Source: an optimization exercise on an open RTL-to-GDS flow (aim: small area, a short achievable clock period and few clock cycles per item). Production flows keep margins and buffers that such runs may drop. The RTL was checked by simulation tests, not by an equivalence proof against the original design. No activity file was given, so power comes from the tool's default toggle rates.

`design.v`:
```
`timescale 1ns / 1ps
module order_matching_engine(
    input CLK,
    input RESET,
    input packet_ready,
    input [31:0] payload_data,
    output order_ready,
    output reg trade_valid,
    output reg [7:0] trade_price,
    output reg [7:0] trade_qty,
    output reg [7:0] buy_id,
    output reg [7:0] sell_id
);
reg [7:0] flags;
reg [7:0] price;
reg [7:0] qty;
reg [7:0] order_id;
localparam F_CANCEL = 7;
localparam F_SIDE   = 0;
localparam MAX_ORDERS = 16;
reg [7:0] bid_p [0:MAX_ORDERS-1];
reg [7:0] bid_q [0:MAX_ORDERS-1];
reg [7:0] bid_id[0:MAX_ORDERS-1];
reg bid_v [0:MAX_ORDERS-1];
reg [7:0] ask_p [0:MAX_ORDERS-1];
reg [7:0] ask_q [0:MAX_ORDERS-1];
reg [7:0] ask_id[0:MAX_ORDERS-1];
reg ask_v [0:MAX_ORDERS-1];
reg [4:0] scan_idx;  
reg [3:0] insert_idx;  
localparam S_IDLE   = 2'd0;
localparam S_SCAN   = 2'd1;
localparam S_CANCEL = 2'd2;
localparam S_INSERT = 2'd3;
reg [1:0] state;
integer i;
assign order_ready = (state == S_IDLE);
always @(posedge CLK) begin
    if (RESET) begin
        flags     <= 8'd0;
        price     <= 8'd0;
        qty       <= 8'd0;
        order_id  <= 8'd0;
    end else if (packet_ready && state == S_IDLE) begin
        flags     <= payload_data[31:24];
        price     <= payload_data[23:16];
        qty       <= payload_data[15:8];
        order_id  <= payload_data[7:0];
    end
end
always @(posedge CLK) begin
    if (RESET) begin
        state        <= S_IDLE;
        scan_idx     <= 0;
        insert_idx   <= 0;
        trade_valid  <= 1'b0;
        for (i=0; i<MAX_ORDERS; i=i+1) begin
            bid_v[i]   <= 1'b0;
            bid_p[i]   <= 8'd0;
            bid_q[i]   <= 8'd0;
            bid_id[i]  <= 8'd0;
            ask_v[i]   <= 1'b0;
            ask_p[i]   <= 8'd0;
            ask_q[i]   <= 8'd0;
            ask_id[i]  <= 8'd0;
        end
    end else begin
        trade_valid <= 1'b0;
        case (state)
        S_IDLE: begin
            if (packet_ready) begin
                if (payload_data[24+F_CANCEL]) begin
                    state <= S_CANCEL;
                end else begin
                    state <= S_SCAN;
                end
                scan_idx <= 0;
            end
        end
        S_CANCEL: begin
            if (scan_idx < MAX_ORDERS) begin
                if (!flags[F_SIDE]) begin    
                    if (bid_v[scan_idx[3:0]] && bid_id[scan_idx[3:0]]==order_id) begin
                        bid_v[scan_idx[3:0]] <= 1'b0;
                        state          <= S_IDLE;
                    end else begin
                        scan_idx <= scan_idx + 1;
                    end
                end else begin              
                    if (ask_v[scan_idx[3:0]] && ask_id[scan_idx[3:0]]==order_id) begin
                        ask_v[scan_idx[3:0]] <= 1'b0;
                        state          <= S_IDLE;
                    end else begin
                        scan_idx <= scan_idx + 1;
                    end
                end
            end else begin
                state <= S_IDLE;
            end
        end
        S_SCAN: begin
            if (!flags[F_SIDE]) begin  
                if (scan_idx < MAX_ORDERS) begin
                    if (ask_v[scan_idx[3:0]] && ask_p[scan_idx[3:0]] <= price) begin
                        trade_price <= ask_p[scan_idx[3:0]];
                        trade_qty   <= (qty <= ask_q[scan_idx[3:0]]) ? qty : ask_q[scan_idx[3:0]];
                        buy_id      <= order_id;
                        sell_id     <= ask_id[scan_idx[3:0]];
                        trade_valid <= 1'b1;
                        if (qty < ask_q[scan_idx[3:0]]) begin
                            ask_q[scan_idx[3:0]] <= ask_q[scan_idx[3:0]] - qty;
                            state           <= S_IDLE;   
                        end else begin
                            ask_v[scan_idx[3:0]] <= 1'b0;     
                            state           <= S_IDLE;
                        end
                    end else begin
                        scan_idx <= scan_idx + 1;    
                    end
                end else begin
                    state    <= S_INSERT;    
                    scan_idx <= 0;
                end
            end else begin   
                if (scan_idx < MAX_ORDERS) begin
                    if (bid_v[scan_idx[3:0]] && bid_p[scan_idx[3:0]] >= price) begin
                        trade_price <= bid_p[scan_idx[3:0]];
                        trade_qty   <= (qty <= bid_q[scan_idx[3:0]]) ? qty : bid_q[scan_idx[3:0]];
                        buy_id      <= bid_id[scan_idx[3:0]];
                        sell_id     <= order_id;
                        trade_valid <= 1'b1;
                        if (qty < bid_q[scan_idx[3:0]]) begin
                            bid_q[scan_idx[3:0]] <= bid_q[scan_idx[3:0]] - qty;
                            state           <= S_IDLE;
                        end else begin
                            bid_v[scan_idx[3:0]] <= 1'b0;
                            state           <= S_IDLE;
                        end
                    end else begin
                        scan_idx <= scan_idx + 1;
                    end
                end else begin
                    state    <= S_INSERT;    
                    scan_idx <= 0;
                end
            end
        end
        S_INSERT: begin
            if (!flags[F_SIDE]) begin  
                if (!bid_v[insert_idx]) begin
                    bid_v [insert_idx] <= 1'b1;
                    bid_p [insert_idx] <= price;
                    bid_q [insert_idx] <= qty;
                    bid_id[insert_idx] <= order_id;
                    state              <= S_IDLE;
                end
            end else begin  
                if (!ask_v[insert_idx]) begin
                    ask_v [insert_idx] <= 1'b1;
                    ask_p [insert_idx] <= price;
                    ask_q [insert_idx] <= qty;
                    ask_id[insert_idx] <= order_id;
                    state              <= S_IDLE;
                end
            end
            if (scan_idx == MAX_ORDERS-1)
                state <= S_IDLE;
            scan_idx <= scan_idx + 1;
            insert_idx <= (insert_idx==MAX_ORDERS-1) ? 0 : insert_idx+1;
        end
        default: state <= S_IDLE;
        endcase
    end
end
endmodule
`timescale 1ns / 1ps
module risk_management(
    input CLK,
    input RESET,
    input TRADE_VALID,
    input wire [7:0] TRADE_PRICE,
    input wire [7:0] TRADE_QTY,
    input wire [7:0] BUY_ID,
    input wire [7:0] SELL_ID,
    output reg TRADE_APPROVED,
    output reg [7:0] APPR_PRICE,
    output reg [7:0] APPR_QTY,
    output reg [7:0] APPR_BUY_ID,
    output reg [7:0] APPR_SELL_ID
);
    parameter signed MAX_POSITION = 100;
    parameter signed MAX_EXPOSURE = 5000;
    reg signed [31:0] current_position;
    reg signed [31:0] current_exposure;
    reg signed [31:0] next_pos;
    reg signed [31:0] next_exp;
    always @(posedge CLK) begin
        if (RESET) begin
            current_position <= 0;
            current_exposure <= 0;
            TRADE_APPROVED   <= 1'b0;
        end else begin
            TRADE_APPROVED <= 1'b0;
            if (TRADE_VALID) begin
                next_pos = current_position + TRADE_QTY;
                next_exp = current_exposure + TRADE_QTY * TRADE_PRICE;
                if ( (next_pos <=  MAX_POSITION) &&
                     (next_pos >= -MAX_POSITION) &&
                     (next_exp <=  MAX_EXPOSURE) &&
                     (next_exp >= -MAX_EXPOSURE) ) begin
                    current_position <= next_pos;
                    current_exposure <= next_exp;
                    TRADE_APPROVED   <= 1'b1;
                    APPR_PRICE       <= TRADE_PRICE;
                    APPR_QTY         <= TRADE_QTY;
                    APPR_BUY_ID      <= BUY_ID;
                    APPR_SELL_ID     <= SELL_ID;
                end
            end
        end
    end
endmodule
`timescale 1ns / 1ps
module trading_core(
    input clk,
    input rst,
    input order_valid,
    input [31:0] order_data,
    output order_ready,
    output trade_valid,
    output [7:0] trade_price,
    output [7:0] trade_qty,
    output [7:0] trade_buy_id,
    output [7:0] trade_sell_id,
    output appr_valid,
    output [7:0] appr_price,
    output [7:0] appr_qty,
    output [7:0] appr_buy_id,
    output [7:0] appr_sell_id
);
    order_matching_engine ORDER_MATCHING_ENGINE(
        .CLK(clk),
        .RESET(rst),
        .packet_ready(order_valid),
        .payload_data(order_data),
        .order_ready(order_ready),
        .trade_valid(trade_valid),
        .trade_price(trade_price),
        .trade_qty(trade_qty),
        .buy_id(trade_buy_id),
        .sell_id(trade_sell_id)
    );
    risk_management RISK (
        .CLK(clk),
        .RESET(rst),
        .TRADE_VALID(trade_valid),
        .TRADE_PRICE(trade_price),
        .TRADE_QTY(trade_qty),
        .BUY_ID(trade_buy_id),
        .SELL_ID(trade_sell_id),
        .TRADE_APPROVED(appr_valid),
        .APPR_PRICE(appr_price),
        .APPR_QTY(appr_qty),
        .APPR_BUY_ID(appr_buy_id),
        .APPR_SELL_ID(appr_sell_id)
    );
endmodule
```
`run.sh`:
```
#!/bin/bash
# synth_recipe.tcl (not shown) runs the flow's synth.tcl, then flattens the netlist and writes it again
# the make line also repeats each setting of config.mk as NAME=value (left out here)
make -C /OpenROAD-flow-scripts/flow DESIGN_CONFIG=/design/flow/config.mk WORK_HOME=/design/flow/orfs CLKGATE_MAP_FILE= SYNTH_SCRIPT=/design/flow/synth_recipe.tcl finish
```
`config.mk`:
```
export PLATFORM = sky130hd
export DESIGN_NAME = trading_core
export DESIGN_NICKNAME = trading_core
export VERILOG_FILES = /design/flow/design.v
export SDC_FILE = /design/flow/constraint.sdc
export NUM_CORES = 4
export LEC_CHECK = 0
export CAP_MARGIN = 20
export CORE_MARGIN = 2
export CORE_UTILIZATION = 40
export PLACE_DENSITY = 0.6
export SLEW_MARGIN = 20
```
`constraint.sdc`:
```
create_clock -name core_clock -period 8.0 [get_ports {clk}]
set_input_delay 1.6000 -clock core_clock [delete_from_list [all_inputs] [get_ports {clk}]]
set_output_delay 1.6000 -clock core_clock [all_outputs]
set_load 0.01 [all_outputs]
```
==> results_dict.tcl <==
set metrics [dict create \
    fp.dieArea_um2 128000 \
    synth_xor_area_share_pct 1.69 \
    postLayoutCoreUtil_pct 45.5 \
    worstMarginPinSlew_ns 1.22 \
    fin_nets 4061 \
    hold_viol 0 \
    cap_violations 0 \
    async_flop_share_pct 0 \
    avgSynthCellArea_um2 13.0 \
    die_h_um 358 \
    final_cell_mix "edfxtp_1, and3_1, nor2_1" \
    synth_compound_area_share_pct 4.25 \
    rr_worst_depth 30 \
    timing.slew.headroom_pct 18.2 \
    fill_cells 11100 \
    wire_per_inst_um 24.7 \
    start_util_pct 40.2 \
    synthSimpleGateAreaFrac_pct 15.2 \
    track_usage_pct 21.5 \
    wirelength_um 139000 \
    syn_nets 4054 \
    maxSlewViolCount 0 \
    synth_adder_area_share_pct 4.11 \
    yosys.area.top_type "edfxtp_1" \
    ys.flop_type "edfxtp_1" \
    hp-class "flop to flop" \
    die_w_um 358 \
    num_vias 32300 \
    timing_worst_setup_path_type "flop to flop" \
    drt_pass1_iterations 5 \
    cp_slowest_cell "or4_4" \
    synthCells 3878 \
    final-instance-count-excl-fill 5627 \
    ys_seq_area_share_pct 56.0 \
    synth-edff-count 864 \
    htreeDepth 3 \
    synthTopCellsByArea "edfxtp_1, mux4_2, and3_1, dfxtp_1, nor2_1" \
    cts_buffers 106 \
    rows 130 \
    antenna_found_initial 3 \
    powerDensity_nw_per_um2 216 \
    path_max_fanout 8 \
    status "finished clean" \
    cts-root-buf "clkbuf_16" \
    core-area_um2 125000 \
    place_inst 5415 \
    skew_ns 0.0422 \
    critPathMaxStageDelay_ns 0.56 \
    ys_warn_count 2 \
    ys_types 78 \
    antenna_cells 0 \
    p_leak_uw 0.0216 \
    grt_pass1_wl_um 208000 \
    ant_nets 0 \
    clk-insertion-delay-late_ns 0.71 \
    drtIter0Drc 3251 \
    drc_errors 0 \
    netlist.area_leader.share_pct 51.6 \
    crit_top_cell "ha_1" \
    synth_top_family_by_area "multiplexers" \
    cts_hold_buf 0 \
    grt_overflow 0 \
    syn-cell-area_um2 50200 \
    grt_max_degree 69 \
    grt_pass1_vias 32300 \
    drive_gt1_share_pct 17.3 \
    max_freq_ghz 0.130 \
    portBuffers 95 \
    cts.path.max_buffers 3 \
    crit_required_ns 8.38 \
    arrival_ns 8.07 \
    gp_congestion 0.856 \
    finalCritPeriodShare_pct 96.1 \
    fin_crit_ns 7.69 \
    area_growth_pct 13.2 \
    synth-seq-cells 974 \
    peakVddDrop_mv 0.186 \
    finalSetupViolCount 0 \
    cts_tree "yes" \
    whs_path_depth 0 \
    critPathCaptureType "flop" \
    synthMuxAreaShare_pct 15.3 \
    clock-sinks 974 \
    layout.cells.most_common "edfxtp_1" \
    dp_hpwl_um 85900 \
    ios 102 \
    start_kind "flop" \
    via_per_inst 5.74 \
    clk_pin_slew_worst_paths_ns 0.06 \
]
==> worst paths after layout <==
kind                                                 from                        endpoint  slack (ns)
max          ORDER_MATCHING_ENGINE.trade_qty[0]$_DFFE_PP_   RISK.APPR_BUY_ID[2]$_DFFE_PP_        0.31
min            ORDER_MATCHING_ENGINE.sell_id[6]$_DFFE_PP_  RISK.APPR_SELL_ID[6]$_DFFE_PP_        0.45
max reg2reg  ORDER_MATCHING_ENGINE.trade_qty[0]$_DFFE_PP_   RISK.APPR_BUY_ID[2]$_DFFE_PP_        0.31
min reg2reg    ORDER_MATCHING_ENGINE.sell_id[6]$_DFFE_PP_  RISK.APPR_SELL_ID[6]$_DFFE_PP_        0.45
==> critical path: cells and delay by family (launching register included) <==
kind            cells  cell delay, ns
compound gates     11            2.02
xor+xnor            2            0.30
simple gates        6            1.68
fa+ha+maj           6            2.21
buf+inv             5            0.66
flops               1            0.50
==> final cells by class <==
cell class	instances	area (µm²)	area share, %
inverter	101	383	0.673
tap	1650	2060	3.63
sequential	974	28200	49.5
clock inverter	57	651	1.14
timing repair buffer	224	2120	3.73
clock buffer	143	2860	5.03
multi-input combinational	2478	20600	36.3
==> what timing repair did <==
action,CTS,global route
endpoints found under the hold margin,0,0
setup endpoints to repair,20,97
resized for setup,1,35
pin swaps,0,18
buffers inserted,0,7
cloned,0,4
==> registers in the layout, indices dropped and copies added, names as in the netlist, 5 cells and up, named ones only <==
name,cells
RISK.current_position,32
ORDER_MATCHING_ENGINE.ask_v,16
RISK.current_exposure,32
ORDER_MATCHING_ENGINE.bid_v,16
ORDER_MATCHING_ENGINE.trade_qty,8
ORDER_MATCHING_ENGINE.bid_q,128
ORDER_MATCHING_ENGINE.sell_id,8
ORDER_MATCHING_ENGINE.ask_id,128
ORDER_MATCHING_ENGINE.price,8
ORDER_MATCHING_ENGINE.ask_q,128
ORDER_MATCHING_ENGINE.trade_price,8
RISK.APPR_QTY,8
ORDER_MATCHING_ENGINE.order_id,8
ORDER_MATCHING_ENGINE.buy_id,8
ORDER_MATCHING_ENGINE.bid_p,128
RISK.APPR_BUY_ID,8
ORDER_MATCHING_ENGINE.qty,8
ORDER_MATCHING_ENGINE.bid_id,128
ORDER_MATCHING_ENGINE.scan_idx,5
RISK.APPR_PRICE,8
RISK.APPR_SELL_ID,8
ORDER_MATCHING_ENGINE.ask_p,128
==> synthesized netlist by cell type, drive strengths merged, types with 6 or more instances <==
master,n
nor2b,70
or2,12
o21ai,80
nand4,16
a221oi,7
buf,66
nor3b,6
a31oi,16
xnor2,69
nor2,392
o21bai,6
a21o,44
or3,11
nand2b,13
nand3,31
inv,99
and2,192
clkbuf,259
a21oi,104
mux2,67
a211oi,16
and3,412
nor4,16
dfxtp,110
mux4,270
edfxtp,864
fa,40
nor3,39
mux2i,80
xor2,28
ha,101
nand2,257
==> where the power goes <==
group          internal, µW  switching [µW]
sequential             5680             101
combinational           571             932
clock                  2930            2090
==> stage by stage <==
step | setup slack, ns | cell area (µm²) | setup TNS [ns] | power, µW | hold slack (ns)
2_1_floorplan | 0.122 | 50200 | 0 | 6830 | 0.438
3_3_place_gp | 0.0713 | 53000 | 0 | 7350 | 0.434
3_5_place_dp | 0.0433 | 53000 | 0 | 7370 | 0.436
4_1_cts | 0.0212 | 56500 | 0 | 12300 | 0.450
5_1_grt | -0.0582 | 56900 | -0.913 | 12700 | 0.456
6_report | 0.312 | 56900 | 0 | 12300 | 0.452
==> routing by layer <==
layer	up-vias	GRT usage (%)	wire [µm]
met5	-	0	27
met4	4	4.71	2660
met3	195	3.80	10700
met2	1207	35.6	66900
met1	16500	29.7	58800
li1	14400	-	-
==> logic make-up after synthesis <==
logic type	count (synthesis)
simple gates	1486
flops	974
buf+inv	426
mux	417
compound gates	337
fa+ha+maj	141
xor+xnor	97
Testbench counts, summed over its fixed seeds: cycles 72,790, orders 3,200.

## separate check: timing with driven ports
The results above use ideal ports. As a check the final layout listed here was re-extracted and re-timed, cells and wires unchanged. Step 1 sets driving cells, clkbuf_16 on the clock port and buf_2 on the other inputs (assumed; they add their load-dependent delay and slew). Step 2 moves the port delays by t, midway between the first and last clock arrival at a register: inputs arrive t later, outputs are due t later. That takes back most of the time a late clock gives input paths. Slacks: ideal / step 1 / step 2; pairs: ideal / step 1.
t (ns): 0.770
setup WS [ns]: 0.312 / 0.312 / 0.312
slew at the worst register clock pin (ns): 0.07 / 0.07
After both steps setup and hold are still met in this run. The setup slack of this run moves by 0.000 ns with the drivers and by 0.000 ns with both steps.
